From an optimization exercise on the open Yosys and OpenROAD flow, aimed at small area; shortcuts taken in it are not production practice. Only simulation tests tie the RTL to the original design; equivalence was not proved. No activity file was given, so power comes from the tool's default toggle rates. No driver is modelled on the clock port, so clocking that relies on it looks cheaper here than on a real chip.

==> flow/design.v (excerpt) <==
module top(
  input clk,
  input [7:0] sig,
  output signed [7:0] out_1M, out_3M
);
  reg [478:0] x3;   
  reg [545:0] x4;   
  reg [946:0] x5;   
  reg [952:0] x6;   
  reg [958:0] x7;   
  reg [451:0] sl;   
  wire [9:0] wb_i;
  reg [4:0] wb_c;   
  reg [1:0] wb_m3;
  reg [2:0] wb_m4;
  reg [2:0] wb_m5;
  reg [3:0] wb_m6;
  reg [4:0] wb_m7;
  wire [16:0] wb;
  reg [9:0] cnt;   
  reg [10:0] bh;    
  reg [10:0] accb;  
  wire [9:0] wl_i;
  reg [3:0] wl_c;   
  reg [1:0] wl_m5;
  reg [2:0] wl_m6;
  reg [3:0] wl_m7;
  wire [8:0] wl;
  reg [7:0] la, lb, lc, ls;   
  reg [7:0] accl;   
  reg [6:0] ws, accw;   
  assign wb_i = cnt < 10'd303 ? cnt : 10'd604 - cnt;
  always @* begin
    case (wb_i)
      0: wb_c = 17;
      1: wb_c = 17;
      2: wb_c = 17;
      3: wb_c = 17;
      4: wb_c = 17;
      16: wb_c = 1;
      17: wb_c = 1;
      18: wb_c = 1;
      19: wb_c = 1;
      20: wb_c = 1;
      21: wb_c = 1;
      22: wb_c = 1;
      32: wb_c = 17;
      33: wb_c = 17;
      34: wb_c = 17;
      35: wb_c = 17;
      36: wb_c = 17;
      37: wb_c = 17;
      38: wb_c = 17;
      39: wb_c = 17;
      48: wb_c = 1;
      49: wb_c = 1;
      50: wb_c = 1;
      51: wb_c = 1;
      52: wb_c = 1;
      53: wb_c = 1;
      54: wb_c = 1;
      55: wb_c = 1;
      56: wb_c = 1;
      65: wb_c = 17;
      66: wb_c = 17;
      67: wb_c = 17;
      68: wb_c = 17;
      69: wb_c = 17;
      70: wb_c = 17;
      71: wb_c = 17;
      72: wb_c = 17;
      73: wb_c = 17;
      82: wb_c = 1;
      83: wb_c = 1;
      84: wb_c = 1;
      85: wb_c = 1;
      86: wb_c = 1;
      87: wb_c = 1;
      88: wb_c = 1;
      148: wb_c = 17;
      149: wb_c = 17;
      150: wb_c = 17;
      151: wb_c = 17;
      152: wb_c = 17;
      153: wb_c = 17;
      154: wb_c = 17;
      155: wb_c = 17;
      156: wb_c = 17;
      157: wb_c = 17;
      163: wb_c = 1;
      164: wb_c = 1;
      165: wb_c = 2;
      166: wb_c = 2;
      167: wb_c = 2;
  ...
Size in the first run: roughly 5800 cells after synthesis, roughly 4400 flip-flops, roughly 25 I/O pins, ~100000 µm² of cells after synthesis.
export LEC_CHECK = 0
export ABC_AREA = 1
export CAP_MARGIN = 20
export CORE_MARGIN = 2
export CORE_UTILIZATION = 60
export GPL_TIMING_DRIVEN = 0
export PLACE_DENSITY = 0.7
export SLEW_MARGIN = 20
export SYNTH_HIERARCHICAL = 1
export SYNTH_MEMORY_MAX_BITS = 65536
create_clock -name core_clock -period 10.0 [get_ports {clk}]
standard.sh (not shown) runs the stock make flow with config.mk's settings and CLKGATE_MAP_FILE= SYNTH_SCRIPT=/design/flow/synth_recipe.tcl, a recipe that flattens the netlist after the stock synthesis.
==> flow/flow/run.sh <==
#!/bin/bash
# The standard flow, with a clock tree built without dummy loads and
# the smallest buffer on each port.
bash standard.sh CTS_ARGS="-sink_clustering_enable -repair_clock_nets -sink_clustering_size 36 -sink_clustering_max_diameter 80 -buf_list sky130_fd_sc_hd__clkbuf_16 -dont_use_dummy_load" BUFFER_PORTS_ARGS="-buffer_cell sky130_fd_sc_hd__buf_1" finish > standard.log 2>&1
The baseline finished clean.
Change:
==> flow/flow/run.sh (replaced) <==
#!/bin/bash
# The standard flow, with a clock tree built without dummy loads and
# the smallest buffer on each port.
bash standard.sh CTS_ARGS="-sink_clustering_enable -repair_clock_nets -sink_clustering_size 36 -sink_clustering_max_diameter 80 -sink_clustering_buffer sky130_fd_sc_hd__clkbuf_16 -buf_list {sky130_fd_sc_hd__clkbuf_4 sky130_fd_sc_hd__clkbuf_16} -dont_use_dummy_load" BUFFER_PORTS_ARGS="-buffer_cell sky130_fd_sc_hd__buf_1" finish > standard.log 2>&1
The changed run finished with timing, DRC and antenna clean.
Worst setup slack stays the same.
Power does not change.
Cell area is unchanged.
Synthesized cell count is unchanged.
Sequential share of layout area is unchanged.
Utilization stays the same.
Global-route usage is unchanged.
Non-clock buffer count does not change.
Synthesized area does not change.
Maximum frequency does not change.
Wire length stays the same.

* * *

== run a ==
top, a different RTL version from the one above (not shown whole).
For scale: roughly 4,300 flip-flops, roughly 25 I/O pins, about 0.12 mm2 of cells after synthesis.
clock: 10.0 ns
lec_check: 0
abc_area: 1
cap_margin: 20
core_margin: 2
core_utilization: 60
cts_buf_list: sky130_fd_sc_hd__clkbuf_8
cts_cluster_diameter: 80
cts_cluster_size: 16
gpl_timing_driven: 0
place_density: 0.7
slew_margin: 20
synth_hierarchical: 1
run.sh (not shown) runs the stock make flow with config.mk's settings and CLKGATE_MAP_FILE= SYNTH_SCRIPT=/design/flow/synth_recipe.tcl, a recipe that flattens the netlist after the stock synthesis.
Stock flow here: none of the scripts above is used.
The final layout from run a, which completed every stage, passed the timing, DRC and antenna checks at the end of the flow.
Input changes introduced in run b (baseline for comparison: run a):
- CTS_BUF_LIST removed (was sky130_fd_sc_hd__clkbuf_8)
- CTS_CLUSTER_SIZE removed (was 16)
- CTS_CLUSTER_DIAMETER removed (was 80)
==> flow/flow/run.sh (new file) <==
#!/bin/bash
bash standard.sh CTS_ARGS="-sink_clustering_enable -repair_clock_nets -sink_clustering_size 20 -sink_clustering_max_diameter 60 -buf_list sky130_fd_sc_hd__clkbuf_8 -dont_use_dummy_load" finish > standard.log 2>&1
==> flow/standard.sh (new file) <==
#!/bin/bash
# synth_recipe.tcl (not shown) runs the flow's synth.tcl, then flattens the netlist and writes it again
# the make line also repeats each setting of config.mk as NAME=value (left out here)
make -C /OpenROAD-flow-scripts/flow DESIGN_CONFIG=/design/flow/config.mk WORK_HOME=/design/flow/orfs CLKGATE_MAP_FILE= SYNTH_SCRIPT=/design/flow/synth_recipe.tcl "${@:-finish}"
removed: flow/run.sh
### Flow results
Run b completed every stage of the flow, and the final layout passed the timing, DRC and antenna checks.
Run a → run b: tightest slew margin relative to the limit went up 1.7 points; total power decreased by 2.6% relative to the old numbers; final core area utilization saw a decrease; weighted congestion at the end of routability-driven global placement neither gained nor lost much; total routing usage reported by global routing fell 0.17 points.
Compared with run a, in run b fraction of cell area in non-clock buffers did not really move, critical path arrival fell by 0.05 ns.

* * *

Setup of run A:
top, a different RTL version from the one above (not shown whole).
For scale: ~6100 cells after synthesis, about 25 I/O pins, ~0.12 mm^2 of cells after synthesis.
Settings: LEC_CHECK=0, ABC_AREA=1, CAP_MARGIN=20, CORE_MARGIN=2, CORE_UTILIZATION=60, CTS_BUF_LIST=sky130_fd_sc_hd__clkbuf_8, CTS_CLUSTER_DIAMETER=60, CTS_CLUSTER_SIZE=18, GPL_TIMING_DRIVEN=0, PLACE_DENSITY=0.7, SLEW_MARGIN=20, SYNTH_HIERARCHICAL=1; clock period 10.0 ns.
Stock flow here: none of the scripts above is used.
Run A | status: complete | timing, DRC, antenna: pass
Changes in run B relative to run A:
# run A
export LEC_CHECK = 0
export ABC_AREA = 1
export CAP_MARGIN = 20
export CORE_MARGIN = 2
export CORE_UTILIZATION = 60
export CTS_BUF_LIST = sky130_fd_sc_hd__clkbuf_8
export CTS_CLUSTER_DIAMETER = 60
export CTS_CLUSTER_SIZE = 18
export GPL_TIMING_DRIVEN = 0
export PLACE_DENSITY = 0.7
export SLEW_MARGIN = 20
export SYNTH_HIERARCHICAL = 1
create_clock -name core_clock -period 10.0 [get_ports {clk}]
# run B
export LEC_CHECK = 0
export ABC_AREA = 1
export CAP_MARGIN = 20
export CORE_MARGIN = 2
export CORE_UTILIZATION = 60
export CTS_BUF_LIST = sky130_fd_sc_hd__clkbuf_4
export GPL_TIMING_DRIVEN = 0
export PLACE_DENSITY = 0.7
export SLEW_MARGIN = 20
export SYNTH_HIERARCHICAL = 1
create_clock -name core_clock -period 10.0 [get_ports {clk}]
--- outcome ---
Run A: done, clean on timing, DRC and antenna. Run B finished every stage and its layout cleared the timing, DRC and antenna checks. Per the comparison of run B with run A, overall power picked up an extra about 20%, global-route wire length before repair picked up an extra 6.9%, clock-pin slew on the worst setup and hold paths lost 0.04 ns. The minimum setup slack in the final design of run B was superior to that of run A. Run A → run B: met2 wire length up about 9%; hold slack up 0.0056 ns; total global-route track usage up 1.1 points; non-filler instance count after layout up about 15%.
The following lists how run C was set up differently from run B:
# run B
export LEC_CHECK = 0
export ABC_AREA = 1
export CAP_MARGIN = 20
export CORE_MARGIN = 2
export CORE_UTILIZATION = 60
export CTS_BUF_LIST = sky130_fd_sc_hd__clkbuf_4
export GPL_TIMING_DRIVEN = 0
export PLACE_DENSITY = 0.7
export SLEW_MARGIN = 20
export SYNTH_HIERARCHICAL = 1
create_clock -name core_clock -period 10.0 [get_ports {clk}]
# run C
export LEC_CHECK = 0
export ABC_AREA = 1
export CAP_MARGIN = 20
export CORE_MARGIN = 2
export CORE_UTILIZATION = 60
export CTS_BUF_LIST = sky130_fd_sc_hd__clkbuf_16
export CTS_CLUSTER_DIAMETER = 80
export CTS_CLUSTER_SIZE = 28
export GPL_TIMING_DRIVEN = 0
export PLACE_DENSITY = 0.7
export SLEW_MARGIN = 20
export SYNTH_HIERARCHICAL = 1
create_clock -name core_clock -period 10.0 [get_ports {clk}]
Notes after the runs:
- For delay of the slowest cell on the worst path, run B and run C come out practically identical.
- Between run C and run B, it is run C whose fill cell total of the finished layout is higher, by 331.
- Met3 capacity usage during global routing: run C < run B
- Summary — wire length, run C relative to run B: lower, by about 5.4%.
- First-iteration DRC count grows by a little under 10% when moving from run B to run C.
- Part of the power in registers in run C is 10 points higher than in run B

* * *

build 63:
RTL: one of the versions met above, not the one the previous note started from.
For scale: about 5,800 cells after synthesis, roughly 4,400 flip-flops, about 25 I/O pins, about 100,000 sq um of cells after synthesis.
==> flow/config.mk <==
export PLATFORM = sky130hd
export DESIGN_NAME = top
export DESIGN_NICKNAME = top
export VERILOG_FILES = /design/flow/design.v
export SDC_FILE = /design/flow/constraint.sdc
export NUM_CORES = 8
export LEC_CHECK = 0
export ABC_AREA = 1
export CAP_MARGIN = 20
export CORE_MARGIN = 2
export CORE_UTILIZATION = 60
export GPL_TIMING_DRIVEN = 0
export PLACE_DENSITY = 0.7
export SLEW_MARGIN = 20
export SYNTH_HIERARCHICAL = 1
export SYNTH_MEMORY_MAX_BITS = 65536
==> flow/constraint.sdc <==
create_clock -name core_clock -period 10.0 [get_ports {clk}]
set_input_delay 2.0000 -clock core_clock [delete_from_list [all_inputs] [get_ports {clk}]]
set_output_delay 2.0000 -clock core_clock [all_outputs]
set_load 0.01 [all_outputs]
standard.sh (not shown) runs the stock make flow with config.mk's settings and CLKGATE_MAP_FILE= SYNTH_SCRIPT=/design/flow/synth_recipe.tcl, a recipe that flattens the netlist after the stock synthesis.
==> flow/flow/run.sh <==
#!/bin/bash
# The standard flow, with a clock tree built without dummy loads and
# the smallest buffer on each port.
bash standard.sh CTS_ARGS="-sink_clustering_enable -repair_clock_nets -sink_clustering_size 20 -sink_clustering_max_diameter 60 -buf_list sky130_fd_sc_hd__clkbuf_8 -dont_use_dummy_load" BUFFER_PORTS_ARGS="-buffer_cell sky130_fd_sc_hd__buf_1" finish > standard.log 2>&1
> inputs changed (build 63 -> build 77)
==> flow/flow/run.sh <==
#!/bin/bash
# The standard flow, with a clock tree built without dummy loads and
# the smallest buffer on each port.
bash standard.sh CTS_ARGS="-sink_clustering_enable -repair_clock_nets -sink_clustering_size 36 -sink_clustering_max_diameter 60 -buf_list sky130_fd_sc_hd__clkbuf_16 -dont_use_dummy_load" BUFFER_PORTS_ARGS="-buffer_cell sky130_fd_sc_hd__buf_1" finish > standard.log 2>&1
### Flow results
On shortest period the worst path allows: build 77 sits above build 63. Build 77 and build 63 ended up with nearly the same routed wire length. In the reports for build 77 and build 63, the larger largest net degree at the start of global routing belongs to build 77. Looking at total clock network power, build 77 sits above build 63. The lower sequential share of layout area of build 77 and build 63 is in build 77. Routed via count: build 77 < build 63. The run showing the greater met2 usage in global routing is build 77. Build 77 vs build 63 — clock network area share rose 0.43 points.
For build 68, these inputs were changed with respect to build 77:
Settings: swapping 60 for 85 in CORE_UTILIZATION; swapping 0.7 for 0.9 in PLACE_DENSITY.
==> flow/flow/run.sh <==
#!/bin/bash
# The standard flow, with a clock tree built without dummy loads and
# the smallest buffer on each port.
bash standard.sh CTS_ARGS="-sink_clustering_enable -repair_clock_nets -sink_clustering_size 36 -sink_clustering_max_diameter 80 -buf_list sky130_fd_sc_hd__clkbuf_16 -dont_use_dummy_load" BUFFER_PORTS_ARGS="-buffer_cell sky130_fd_sc_hd__buf_1" finish > standard.log 2>&1
==> comparison <==
Comparing build 77 against build 68, there is no change at all in async set-or-reset flop fraction in the synthesized netlist.
Reported for build 68 and build 77, synthesized area turned out identical to the last digit.
Between build 68 and build 77, the difference in number of distinct library cell variants in the gate-level netlist after synthesis is negligible.
Comparing build 77 against build 68, there is no change at all in multiplexer share of the synthesized area.
Build 68 vs. build 77: number of core rows has decreased, starting density of the core has increased.
For last weighted congestion value of the routability-driven placer, dividing the value from build 77 by the value from build 68 gives 0.918.
The remaining runs in build 68 and build 77 completed every stage, whereas build 68 halted early.
detailed placement (3_5_place_dp): build 68 exited with error
Relative to build 77, the die outline height of build 68 is lower by about 16%.
Build 68 vs. build 77: die extent in x fell 16%, number of buffer cells added on primary ports has remained practically unchanged.
diff inputs: build 68 => build 23
Settings: SLEW_MARGIN changed from 20 to 10; PLACE_DENSITY changed from 0.9 to 0.7; CORE_UTILIZATION changed from 85 to 60; CAP_MARGIN changed from 20 to 10.
Findings:
- No stage failed in build 23, and the final checks on the layout all came back clean.
- Synthesized netlist cell count: build 23 vs build 68 identical
- Relative to build 68, height of the die has gone up in build 23.
- Diff build 68 -> build 23: average size of a mapped cell about even; number of distinct library cell variants in the gate-level netlist after synthesis level; routability congestion estimate went down; synthesized area held steady.
- Starting utilization of the core area: build 23 vs build 68 down 25 points
- Going from build 68 to build 23, area share of and/or/nand/nor cells after synthesis did not really move; number of flops mapped to enable cells by yosys closely matched the old numbers; number of rows created at floorplan increased by about 20% relative to the old numbers; width of the chip up 67 um.
#### Input delta (build 43 over build 23)
Settings: SLEW_MARGIN now 20, was 10; CAP_MARGIN now 20, was 10.
==> flow/flow/run.sh <==
#!/bin/bash
# The standard flow, with a clock tree built without dummy loads and
# the smallest buffer on each port.
bash standard.sh CTS_ARGS="-sink_clustering_enable -repair_clock_nets -sink_clustering_size 32 -sink_clustering_max_diameter 100 -buf_list sky130_fd_sc_hd__clkbuf_16 -dont_use_dummy_load" BUFFER_PORTS_ARGS="-buffer_cell sky130_fd_sc_hd__buf_1" finish > standard.log 2>&1
- Build 43 went all the way through synthesis, placement and routing and the layout is clean on timing, DRC and antenna.
- Compared build 43 against build 23; final area within noise.
- Final cell count: build 23 vs build 43, no meaningful difference
- Final routed wire length divided by cell count (build 43 vs. build 23) increases slightly
- Build 43 falls short of build 23 in wire length reported by the detailed router.
- ~same final cell utilization of the core in build 43 and build 23

* * *

Starting RTL as in the previous note.
==> flow/design.v (excerpt) <==
module top(
  input clk,
  input [7:0] sig,
  output signed [7:0] out_1M, out_3M
);
clock: 10.0 ns
lec_check: 0
abc_area: 1
cap_margin: 20
core_margin: 2
core_utilization: 60
gpl_timing_driven: 0
place_density: 0.7
slew_margin: 20
synth_hierarchical: 1
synth_memory_max_bits: 65536
==> flow/flow/run.sh <==
#!/bin/bash
# The standard flow, with a clock tree built without dummy loads and
# the smallest buffer on each port.
bash standard.sh CTS_ARGS="-sink_clustering_enable -repair_clock_nets -sink_clustering_size 28 -sink_clustering_max_diameter 70 -buf_list sky130_fd_sc_hd__clkbuf_16 -dont_use_dummy_load" BUFFER_PORTS_ARGS="-buffer_cell sky130_fd_sc_hd__buf_1" finish > standard.log 2>&1
The first run completed without violations.
Change:
==> flow/flow/run.sh (replaced) <==
#!/bin/bash
# The standard flow, with a clock tree built without dummy loads and
# the smallest buffer on each port.
bash standard.sh CTS_ARGS="-sink_clustering_enable -repair_clock_nets -sink_clustering_size 36 -sink_clustering_max_diameter 80 -buf_list sky130_fd_sc_hd__clkbuf_16 -dont_use_dummy_load" BUFFER_PORTS_ARGS="-buffer_cell sky130_fd_sc_hd__buf_1" finish > standard.log 2>&1
- CORE_UTILIZATION: 60 -> 75
- PLACE_DENSITY: 0.7 -> 0.8
Now the flow aborted during detailed placement (DPL-0033).
Area after synthesis stays the same.
Synthesized cell count stays the same.
Change:
==> flow/flow/run.sh (replaced) <==
#!/bin/bash
# The standard flow, with a clock tree built without dummy loads and
# the smallest buffer on each port.
bash standard.sh CTS_ARGS="-sink_clustering_enable -repair_clock_nets -sink_clustering_size 36 -sink_clustering_max_diameter 80 -sink_clustering_buffer sky130_fd_sc_hd__clkbuf_16 -buf_list {sky130_fd_sc_hd__clkbuf_8 sky130_fd_sc_hd__clkbuf_16} -dont_use_dummy_load" BUFFER_PORTS_ARGS="-buffer_cell sky130_fd_sc_hd__buf_1" finish > standard.log 2>&1
- CORE_UTILIZATION: 75 -> 60
- PLACE_DENSITY: 0.8 -> 0.7
=> Now the flow ran to the end with no violations; synthesized cell count does not change; synthesized area is unchanged.

-- re-timing with driven ports --
The flow's constraints put no driver on any port. The routed layouts listed below were extracted and timed again, unchanged, in two steps. Step 1 sets driving cells, clkbuf_16 on the clock port and buf_2 on the other inputs (assumed; they add their load-dependent delay and slew). Step 2, shift: input delay + t, output delay - t, t = (earliest + latest rising clock arrival at the registers) / 2. This alone moves slack from input paths to output paths. Three values: ideal ports, drivers, drivers and shift; two values: the first two.
run	shift t [ns]	setup slack, ns	slew at the worst register clock pin (ns)	worst data-port slew with drivers (ns)	pins driven straight from the clock port
the first run of note 1	0.855	0.558 / 0.558 / 0.558	0.12 / 0.12	0.03	1
the second run of note 1	0.855	0.558 / 0.558 / 0.558	0.12 / 0.12	0.03	1
run a of note 2	1.105	1.040 / 1.040 / 1.040	0.11 / 0.11	0.03	1
run b of note 2	1.103	1.076 / 1.076 / 1.076	0.12 / 0.12	0.03	1
run A of note 3	1.114	0.831 / 0.831 / 0.831	0.12 / 0.12	0.03	1
run B of note 3	1.450	0.897 / 0.897 / 0.897	0.09 / 0.09	0.03	1
run C of note 3	0.909	0.842 / 0.842 / 0.842	0.11 / 0.11	0.03	1
build 63	1.037	0.532 / 0.532 / 0.532	0.11 / 0.11	0.03	1
build 77	0.857	0.529 / 0.529 / 0.529	0.12 / 0.12	0.03	1
build 23	0.855	0.558 / 0.558 / 0.558	0.12 / 0.12	0.03	1
build 43	0.859	0.583 / 0.583 / 0.583	0.12 / 0.12	0.03	1
the first run of note 5	0.870	0.557 / 0.557 / 0.557	0.10 / 0.10	0.03	1
the third run of note 5	0.855	0.558 / 0.558 / 0.558	0.12 / 0.12	0.03	1
After both steps setup and hold are still met in every run listed.
